Background: an optimization exercise with open tools, aiming at small area, a short achievable clock period and few clock cycles. Do not read the settings as production practice. Only simulation tests tie the RTL to the original design; equivalence was not proved.

Design fir_single_chan, start of the top module:
module fir_single_chan (
  input clk,
  input rst,
  output logic [15:0] data_addr_rd_o,
  output logic [15:0] data_addr_wr_o,
  input  logic [15:0] data_din_i,
  output logic [15:0] data_dout_o,
  output logic        data_we_o,
  output logic        done_intr
);
Settings: LEC_CHECK=0, CAP_MARGIN=20, CORE_MARGIN=2, CORE_UTILIZATION=40, CTS_BUF_LIST=sky130_fd_sc_hd__clkbuf_16, CTS_CLUSTER_DIAMETER=100, CTS_CLUSTER_SIZE=22, GPL_TIMING_DRIVEN=1, PLACE_DENSITY=0.6, SETUP_SLACK_MARGIN=3.2, SLEW_MARGIN=20; clock period 5.5 ns.
standard.sh (not shown) runs the stock make flow with config.mk's settings and CLKGATE_MAP_FILE= SYNTH_SCRIPT=/design/flow/synth_recipe.tcl, a recipe that flattens the netlist after the stock synthesis.
==> flow/flow/run.sh <==
#!/bin/bash
# Own layout flow: the standard ORFS flow (standard.sh, standard synthesis), with the
# ports buffered by plain buffers instead of the delay cells buffer_ports picks by default,
# and sizing not held to the cells' footprints. Each tool's output goes to a log here.
set -uo pipefail
bash standard.sh \
  'BUFFER_PORTS_ARGS=-buffer_cell sky130_fd_sc_hd__buf_4' \
  MATCH_CELL_FOOTPRINT=0 \
  finish > flow_make.log 2>&1
status=$?
cp -r orfs/logs flow_logs 2>/dev/null || true
exit $status
The starting point completed with no timing, DRC or antenna violations.
Testbench counts at the start, summed over its fixed seeds: cycles 262,200.
Rerun with:
GPL_TIMING_DRIVEN = default   (was 1)
SETUP_SLACK_MARGIN = 3.6   (was 3.2)
Effect: Hold slack hardly moves. Worst setup slack is worse by 0.013 ns. First-iteration DRC count went down by a few percent. Maximum frequency goes down slightly. Cell area grows by about a fifth. Global-route usage rises by 1.6 points.
Rerun with:
CORE_UTILIZATION = 60   (was 40)
PLACE_DENSITY = 0.75   (was 0.6)
SETUP_SLACK_MARGIN = 3.2   (was 3.6)
=> Count of clock-buffer cells in the layout stays the same. Setup slack hardly moves. Wire length shrinks by 12%. Design area shrinks by 15%. Final cell count shrinks by 13%. Die area shrinks by 33%. Maximum frequency is about the same. Synthesized cell count is unchanged. Register-to-register slack barely changes.
Rerun with:
CORE_UTILIZATION = 40   (was 60)
PLACE_DENSITY = 0.6   (was 0.75)
After rerunning: The changed run completed with no timing, DRC or antenna violations. Setup slack improved by 0.010 ns. Final cell count increases by 8.2%. Global-route usage decreases by 6.1 points. Die area increases by 49%. Routed wire length stays flat. Via count decreases by 3.2%. Synthesized area is unchanged.


Starting RTL as in the previous note.
Settings: LEC_CHECK=0, CAP_MARGIN=20, CORE_MARGIN=2, CORE_UTILIZATION=40, CTS_BUF_LIST=sky130_fd_sc_hd__clkbuf_16, CTS_CLUSTER_DIAMETER=100, CTS_CLUSTER_SIZE=22, PLACE_DENSITY=0.6, SETUP_SLACK_MARGIN=3.5, SLEW_MARGIN=20, TNS_END_PERCENT=0; clock period 5.5 ns.
Scripts as last shown in full above: flow/flow/run.sh
Testbench counts at the start, summed over its fixed seeds: cycles 262,200.
Then changed:
- CTS_BUF_LIST: sky130_fd_sc_hd__clkbuf_16 -> default
- CTS_CLUSTER_DIAMETER: 100 -> default
- CTS_CLUSTER_SIZE: 22 -> default
- SETUP_SLACK_MARGIN: 3.5 -> 3.0
- TNS_END_PERCENT: 0 -> default
Outcome:
- The changed run finished clean
- design area increases by a few percent
- setup slack got worse by 0.21 ns
- final cell count increases slightly
- worst hold slack hardly moves
- sequential share of layout area decreases by 1.2 points
- core utilization increases by 1.2 points
- wire length decreases slightly
- synthesized area does not change
- count of clock-buffer cells in the layout increases by 30
Then changed:
- SETUP_SLACK_MARGIN: 3.0 -> 3.2
Cell area is higher slightly.
Worst setup slack improved by 0.19 ns.
Via count went up slightly.
Routed wire length is higher slightly.
Cell count came out higher slightly.
Then changed:
- CTS_BUF_LIST: default -> sky130_fd_sc_hd__clkbuf_16
- CTS_CLUSTER_DIAMETER: default -> 100
- CTS_CLUSTER_SIZE: default -> 22
- SETUP_SLACK_MARGIN: 3.2 -> 3.3
- TNS_END_PERCENT: default -> 0
Result: Die area stays the same. Wire length drops by 2.0%.

[static timing again, ports no longer ideal]
Ports are ideal in the flow. The routed layouts listed here were re-timed in OpenROAD. Step 1 (the two cells are an assumption about what drives the block):
set clk [get_ports {clk}]
set_driving_cell -lib_cell sky130_fd_sc_hd__clkbuf_16 $clk
set_driving_cell -lib_cell sky130_fd_sc_hd__buf_2 [delete_from_list [all_inputs] $clk]
Step 2, shift: input delay + t, output delay - t, t = (earliest + latest rising clock arrival at the registers) / 2. This alone moves slack from input paths to output paths. a / b / c = ideal / step 1 / step 2; a / b = the first two.
run	shift t [ns]	setup WS [ns]	hold slack, ns	worst setup path after step 2	worst data-port slew with drivers (ns)
the first run of note 1	0.550	3.225 / 3.175 / 3.238	0.324 / 0.324 / 0.324	register to register	0.03
the second run of note 1	0.552	3.212 / 3.212 / 3.212	0.322 / 0.322 / 0.322	register to register	0.03
the third run of note 1	0.544	3.215 / 3.215 / 3.215	0.329 / 0.329 / 0.329	register to register	0.03
the fourth run of note 1	0.550	3.225 / 3.175 / 3.238	0.324 / 0.324 / 0.324	register to register	0.03
the first run of note 2	0.550	3.249 / 3.249 / 3.249	0.328 / 0.328 / 0.328	register to register	0.03
the second run of note 2	0.559	3.041 / 3.041 / 3.041	0.325 / 0.325 / 0.325	register to register	0.04
the third run of note 2	0.545	3.233 / 3.188 / 3.233	0.325 / 0.325 / 0.325	register to register	0.03
the fourth run of note 2	0.550	3.255 / 3.219 / 3.255	0.328 / 0.328 / 0.328	register to register	0.03
After both steps setup and hold are still met in every run listed.
